From an optimization exercise on the open Yosys and OpenROAD flow, aimed at small area, a short achievable clock period and few clock cycles per item; shortcuts taken in it are not production practice. Function was checked by simulation only, so behaviour that the tests miss may differ from the original.

## flow/design.v (module list and top-level ports; edited modules follow where they fit)
// module M1: 435 lines
module M1 (
  input logic Clock,
  input logic Resetn,
  input logic Start,
  output logic Stop,
  output logic[17:0]   SRAM_address,
  output logic[15:0]   SRAM_write_data,
  output logic         SRAM_we_n,
  input logic[15:0]    SRAM_read_data
);
  // ...
==> flow/flow/run.sh <==
#!/bin/bash
# Standard synthesis and layout, with faster port buffers (buf_4) and the
# extra ORFS settings listed in flow/make.env (one NAME=value per line).
# Logs go to this folder.
set -uo pipefail
here=$(pwd)
args=()
while IFS= read -r line; do [ -n "$line" ] && args+=("$line"); done < flow/make.env
bash standard.sh synth > "$here/synth.log" 2>&1 || exit 1
bash standard.sh finish "BUFFER_PORTS_ARGS=-buffer_cell sky130_fd_sc_hd__buf_4" \
  "${args[@]}" > "$here/layout.log" 2>&1 || exit 1
==> flow/flow/make.env <==
CTS_ARGS=-sink_clustering_enable -repair_clock_nets -sink_clustering_size 25 -sink_clustering_max_diameter 100 -sink_clustering_levels 1
==> flow/standard.sh <==
#!/bin/bash
# synth_recipe.tcl (not shown) runs the flow's synth.tcl, then flattens the netlist and writes it again
# the make line also repeats each setting of config.mk as NAME=value (left out here)
make -C /OpenROAD-flow-scripts/flow DESIGN_CONFIG=/design/flow/config.mk WORK_HOME=/design/flow/orfs CLKGATE_MAP_FILE= SYNTH_SCRIPT=/design/flow/synth_recipe.tcl "${@:-finish}"
==> flow/config.mk <==
export PLATFORM = sky130hd
export DESIGN_NAME = M1
export DESIGN_NICKNAME = M1
export VERILOG_FILES = /design/flow/design.v
export SDC_FILE = /design/flow/constraint.sdc
export NUM_CORES = 4
export LEC_CHECK = 0
export CAP_MARGIN = 20
export CORE_MARGIN = 2
export CORE_UTILIZATION = 40
export SLEW_MARGIN = 20
==> flow/constraint.sdc <==
create_clock -name core_clock -period 24.0 [get_ports {Clock}]
set_input_delay 4.8000 -clock core_clock [delete_from_list [all_inputs] [get_ports {Clock}]]
set_output_delay 4.8000 -clock core_clock [all_outputs]
set_load 0.01 [all_outputs]
==> results.ini, run 1 <==
[clock_tree]
cts.clk_slew.worst_paths_ps = 110
cts_tree = yes
numCtsBuffers = 18

[outcome]
status = no timing/DRC/antenna violations

[hold_path]
min_from = pv[6][2]$_DFFE_PP_

[synthesis]
synth_seq_area_share_pct = 38.5
synth.avg_cell_area_um2 = 10.7
yosysUniqueCellTypes = 84
synth_top_area_cell = edfxtp_1
synth_top_area_share_pct = 21.9
synth_top_family_by_area = adder cells

[timing]
rsz0062_at_grt = false
finalCritPeriodShare_pct = 24.6

[detailed_routing]
via_per_inst = 5.03

[cells_and_area]
areaGrowthSynthToFinish_pct = 7.79
clk_share_pct = 2.32
n_all_buffers = 68
sh_seq_area_pct = 35.7

[worst_setup_path]
worstReg2RegStart = mb$_DFF_P_
path_cells = buf_4

[die]
initial_utilization_pct = 40.4

[placement]
dp.cells = 2831

Testbench counts, summed over its fixed seeds: cycles 768,124, images 4.
==> inputs of run 2 (changes only) <==
==> flow/flow/make.env (replaced) <==
CTS_ARGS=-sink_clustering_enable -repair_clock_nets -sink_clustering_size 25 -sink_clustering_max_diameter 100 -balance_levels -num_static_layers 1
==> run 2 against run 1 <==
Compared with the run above: non-clock buffer count is the same; clock-buffer cell count is the same; global-route usage about the same; still clean; core utilization did not move; highest routed layer unchanged; via count down 0.32%; register-to-register slack about the same.
==> results.ini, run 2 <==
[outcome]
status = no timing/DRC/antenna violations

[cells_and_area]
nFillCells = 5238
areaGrowthSynthToFinish_pct = 7.79  ; unchanged
final_cell_mix = inv_1, fa_1, nand2_1, dfxtp_1, edfxtp_1
layout.cells.most_common = inv_1
final_nets = 2491
diodes = 0
top_regs = pu: 64 flops, pv: 64 flops
design_area_um2 = 23900
drive_gt1_share_pct = 7.99

[die]
core_area_um2 = 55000
die_y_um = 240
rows = 86
fp.dieW_um = 240
design.die.area_um2 = 57400
initial_utilization_pct = 40.4  ; unchanged
io_pins = 55

[worst_setup_path]
critPathArrivalTime_ps = 1100
worstSetupPathType = reg2out
cpPeakStageDelay_ps = 400
path_cells = buf_4
cp_num_buf_inv = 1
crit_slowest_cell = dfrtp_1
cpLargestDelayFamily = flip-flops
crit_required_ps = 19200
path_max_fanout = 3
critPathCaptureType = primary output
crit_path_start_kind = register

[clock_tree]
cts_resized = 0
cts_tree = yes
htree_num_levels = 1
root_buffer = clkbuf_16
clkSinkCount = 345
clockBufferDepth = 3
postCtsSetupRepairBufs = 0
cts_hold_buf = 0
clk_latency_ps = 560
numCtsBuffers = 18  ; unchanged
cts.clk_slew.worst_paths_ps = 100  ; about the same

[synthesis]
synth.most_common_cell = inv_1
ys.flop_type = dfxtp_1
synth_top_area_cell = edfxtp_1
synth_seq_cells = 345
synth.avg_cell_area_um2 = 10.7  ; unchanged
yosys_warnings = 4
yosysUniqueCellTypes = 84  ; unchanged
synthArstFlopShare_pct = 0.870
syn_area_um2 = 22200
syn-num-nets = 2472
synth_top_area_share_pct = 21.9  ; unchanged
ys_top_cells_by_count = inv_1, fa_1, nand2_1, dfxtp_1, edfxtp_1
yosys-top-cells-area = edfxtp_1, fa_1, dfxtp_1, ha_1, inv_1
synthCells = 2084
synth-edff-count = 162
synth_seq_area_share_pct = 38.5  ; unchanged

[placement]
hpwlAfterDp_um = 38900
gp_congestion = 0.870
placed_area_um2 = 23400
port_buffers = 54

[global_route]
track_usage_pct = 18.2
grt_pass1_vias = 15151
grt_antenna_before_repair = 0
grt_max_degree = 77
grt_pass1_wl_um = 82000
overflow = 0

[timing]
clock_skew_ps = 27.4
slew_violations = 0
maxSlewHeadroom_pct = 32.5
hold_ws_ps = 416
period_minus_slack_ps = 5900
setup_viol = 0
hold_viol_final = 0
finalCritPeriodShare_pct = 24.6  ; about the same
tightest_slew_ps = 1010
rsz0062_at_grt = false
setup-tns-final_ps = 0
fmax_mhz = 169

[detailed_routing]
via_per_inst = 5.01  ; -0.32%
post-route-drc-count = 0
ant_nets = 0
firstDrtPassIters = 5
wirelength_um = 50300
num_vias = 14348
drtIter0Drc = 848
post_drt_wl_per_cell_um = 17.6

[job]
maxCapViolations = 0

[hold_path]
hold_class = reg2reg

## run 2: kinds of logic after synthesis
logic type / share of synthesized area (%)
compound gates: 9.03
xor+xnor: 3.04
fa+ha+maj: 28.0
buf+inv: 7.35
flops: 38.5
mux: 3.70
simple gates: 10.4
## run 2: per-stage QoR
step | instances | setup WS (ps) | utilization (%)
4_1_cts | 2862 | 18070 | 43.5
3_5_place_dp | 2831 | 18540 | 42.5
5_1_grt | 2862 | 18060 | 43.5
2_1_floorplan | 2084 | 18700 | -
3_3_place_gp | 2831 | 18570 | 42.5
6_report | 2862 | 18100 | 43.5
## run 2: layout make-up
| type | count | area, um2 | area share, % |
|---|---|---|---|
| clock inverter | 3 | 66.3 | 0.277 |
| sequential | 345 | 8540 | 35.7 |
| clock buffer | 28 | 488 | 2.04 |
| tap | 748 | 936 | 3.91 |
| inverter | 360 | 1350 | 5.65 |
| timing repair buffer | 68 | 510 | 2.13 |
| multi-input combinational | 1310 | 12000 | 50.3 |
## run 2: worst paths after layout
check,from,endpoint,slack [ps],cells past startpoint
setup / recovery,Stop$_DFFE_PN0P_,Stop,18100,1
hold / removal,pv[6][2]$_DFFE_PP_,pv[5][2]$_DFFE_PP_,420,0
setup reg to reg,mb$_DFF_P_,qx[10]$_DFF_P_,18820,16
hold reg to reg,pv[6][2]$_DFFE_PP_,pv[5][2]$_DFFE_PP_,420,0
max in group asynchronous,Resetn,act$_DFF_PN0_,19870,1
min in group asynchronous,Resetn,Stop$_DFFE_PN0P_,4020,1
## run 2: per-layer routing
metal	wire, um	vias to the layer above	GRT usage, %	share of wire [%]
li1	-	6898	-	-
met1	22700	7106	24.5	45
met2	24100	286	30.9	48
met3	2100	58	1.97	4.2
met4	1390	0	5.38	2.8
met5	0	-	0	0
==> inputs of run 3 (changes only) <==
==> flow/flow/run.sh (replaced) <==
#!/bin/bash
# Standard synthesis and layout, with faster port buffers (buf_4) and
# clock-tree clustering settings from flow/cts.env. Logs go to this folder.
set -uo pipefail
here=$(pwd)
bash standard.sh synth > "$here/synth.log" 2>&1 || exit 1
bash standard.sh finish "BUFFER_PORTS_ARGS=-buffer_cell sky130_fd_sc_hd__buf_4" \
  $(cat flow/cts.env) > "$here/layout.log" 2>&1 || exit 1
==> flow/flow/cts.env (new file) <==
CTS_CLUSTER_SIZE=25 CTS_CLUSTER_DIAMETER=100
removed: flow/flow/make.env
==> run 3 against run 2 <==
Compared with the run above: setup slack better by 3.6 ps; core utilization stayed put; critical path depth did not move; synthesized area stayed put; first-iteration DRC count up 2.8%; non-clock buffer count did not move; final area did not move; critical path type unchanged.
==> results.ini, run 3 <==
[timing]
hold_ws_ps = 420  ; +3.95 ps
slew_violations = 0  ; unchanged
tightest_slew_ps = 989  ; -22.8 ps
maxSlewHeadroom_pct = 34.0  ; +1.5 points
rsz0062_at_grt = false
clock_skew_ps = 31.8  ; +4.38 ps
fmax_mhz = 170  ; about the same
setup_viol = 0  ; unchanged
period_minus_slack_ps = 5900  ; -3.60 ps
hold_viol_final = 0  ; unchanged
setup-tns-final_ps = 0  ; unchanged
finalCritPeriodShare_pct = 24.6  ; about the same

[global_route]
grt_pass1_vias = 15160  ; +0.059%
grt_antenna_before_repair = 0  ; unchanged
grtUsageMet3_pct = 2.02  ; +0.046 points
use_met2_pct = 30.9  ; +0.035 points
grt_busiest_layer = met2
grt_pass1_wl_um = 82000  ; about the same
grt_max_degree = 77  ; unchanged
track_usage_pct = 18.2  ; about the same
grt_util_met1_pct = 24.5  ; about the same
overflow = 0  ; unchanged

[outcome]
status = no timing/DRC/antenna violations

[cells_and_area]
final_nets = 2491  ; unchanged
layout.cells.most_common = inv_1
diodes = 0  ; unchanged
final_util_pct = 43.5  ; unchanged
final_cell_mix = inv_1, fa_1, nand2_1, dfxtp_1, edfxtp_1
drive_gt1_share_pct = 7.99  ; unchanged
top_regs = pu: 64 flops, pv: 64 flops
areaGrowthSynthToFinish_pct = 7.79  ; unchanged
nFillCells = 5238  ; unchanged

[hold_path]
min_from = pv[6][2]$_DFFE_PP_
hold_class = reg2reg
hold_end = pv[5][2]$_DFFE_PP_
whs_path_depth = 0  ; unchanged

[placement]
gp_congestion = 0.870  ; unchanged
hpwlAfterDp_um = 38900  ; unchanged
port_buffers = 54  ; unchanged

[worst_setup_path]
path_cells = buf_4
worstReg2RegStart = mb$_DFF_P_
r2r-end = qx[10]$_DFF_P_
critPathCaptureType = primary output
rrSetupSlack_ps = 18830  ; about the same
crit_required_ps = 19200  ; about the same
critPathArrivalTime_ps = 1100  ; about the same
cp_num_buf_inv = 1  ; unchanged
cpLargestDelayFamily = flip-flops
worst_r2r_path_depth = 16  ; unchanged
crit_slowest_cell = dfrtp_1
worstSetupPathType = reg2out
path_max_fanout = 3  ; unchanged
crit_path_start_kind = register
cpPeakStageDelay_ps = 400  ; about the same

[detailed_routing]
post-route-drc-count = 0  ; unchanged
via_per_inst = 5.03  ; +0.32%
wirelength_um = 50300  ; about the same
ant_nets = 0  ; unchanged
num_vias = 14394  ; +0.32%
drtIter0Drc = 872  ; +2.8%
post_drt_wl_per_cell_um = 17.6  ; about the same
firstDrtPassIters = 5  ; unchanged

[clock_tree]
cts_hold_buf = 0  ; unchanged
cts_resized = 0  ; unchanged
clk_latency_ps = 560  ; about the same
clockBufferDepth = 3  ; unchanged
clkSinkCount = 345  ; unchanged
htree_num_levels = 1  ; unchanged
postCtsSetupRepairBufs = 0  ; unchanged
cts.clk_slew.worst_paths_ps = 110  ; about the same
numCtsBuffers = 18  ; unchanged
cts_tree = yes
root_buffer = clkbuf_16

[synthesis]
yosysUniqueCellTypes = 84  ; unchanged
syn-num-nets = 2472  ; unchanged
synth-edff-count = 162  ; unchanged
ys.flop_type = dfxtp_1
yosys-top-cells-area = edfxtp_1, fa_1, dfxtp_1, ha_1, inv_1
ys_top_cells_by_count = inv_1, fa_1, nand2_1, dfxtp_1, edfxtp_1
synth_seq_cells = 345  ; unchanged
synth_top_area_cell = edfxtp_1
synth_seq_area_share_pct = 38.5  ; unchanged
yosys_warnings = 4  ; unchanged
synth.avg_cell_area_um2 = 10.7  ; unchanged
synthCells = 2084  ; unchanged
synthArstFlopShare_pct = 0.870  ; unchanged
synth.most_common_cell = inv_1
synth_top_area_share_pct = 21.9  ; unchanged
syn_area_um2 = 22200  ; unchanged

[die]
rows = 86  ; unchanged
initial_utilization_pct = 40.4  ; unchanged
design.die.area_um2 = 57400  ; unchanged
die_y_um = 240  ; unchanged
fp.dieW_um = 240  ; unchanged
core_area_um2 = 55000  ; unchanged
io_pins = 55  ; unchanged

[job]
maxCapViolations = 0  ; unchanged

## run 3: cell counts after synthesis
Identical to the previous run, type by type.
## run 3: stage by stage
stage / cells / area [um2] / setup WS (ps)
global route: 2862 / 23900 / 18060
finish: 2862 / 23900 / 18100
global placement: 2831 / 23400 / 18570
CTS: 2862 / 23900 / 18070
floorplan: 2084 / 22200 / 18700
detailed placement: 2831 / 23400 / 18540
## run 3: how the worst max path moves through the flow
| stage | slack [ps] | cells after the start | to | from |
|---|---|---|---|---|
| after detailed placement | 18540 | 3 | ey[7]$_DFF_P_ | SRAM_read_data[15] |
| after CTS | 18070 | 1 | Stop | Stop$_DFFE_PN0P_ |
| after floorplan | 18700 | 1 | pu[6][0]$_DFFE_PP_ | SRAM_read_data[8] |
| final | 18100 | 1 | Stop | Stop$_DFFE_PN0P_ |
| after global routing | 18060 | 1 | Stop | Stop$_DFFE_PN0P_ |
| after global placement | 18570 | 2 | pv[6][5]$_DFFE_PP_ | SRAM_read_data[13] |
## run 3: kinds of logic (layout without fill, tap and decap cells)
family,Yosys count,count (layout),share of synthesized area [%]
adders and majority gates,369,369,28.0
buffers and inverters,429,459,7.35
DFF,345,345,38.5
AOI/OAI and AO/OA,310,310,9.03
and+or+nand+nor,487,487,10.4
muxes,67,67,3.70
xor gates and xnor gates,77,77,3.04
## run 3: final cells by class
class,count,area [um2],share of cell area [%]
clock inverters,3,66.3,0.277
multi-input cells,1310,12000,50.3
clock buffers,28,488,2.04
flip-flops and latches,345,8540,35.7
well taps,748,936,3.91
repair buffers,68,510,2.13
inverters,360,1350,5.65
## run 3: layer usage
metal | vias to the layer above | part of all wire, %
li1 | 6904 | -
met1 | 7151 | 45
met2 | 287 | 48
met3 | 52 | 4.3
met4 | 0 | 2.6
met5 | - | 0

re-timing with driven ports:
In the flow no input, the clock included, has a driving cell. The finished layouts below were timed again as built, in two steps. Step 1 sets driving cells, clkbuf_16 on the clock port and buf_2 on the other inputs (assumed; they add their load-dependent delay and slew). Step 2 also shifts input and output timing later by t, the mid clock arrival at the registers, as if the neighbouring blocks saw the same clock. a / b / c = no drivers / after step 1 / after step 2; a / b = the first two.
| run | t, ns | setup WS [ns] | slew at the worst register clock pin (ns) |
|---|---|---|---|
| run 1 | 0.599 | 18.103 / 18.049 / 18.531 | 0.11 / 0.11 |
| run 2 | 0.604 | 18.099 / 18.045 / 18.527 | 0.11 / 0.11 |
| run 3 | 0.599 | 18.103 / 18.049 / 18.531 | 0.11 / 0.11 |
After both steps setup and hold are still met in every run listed.
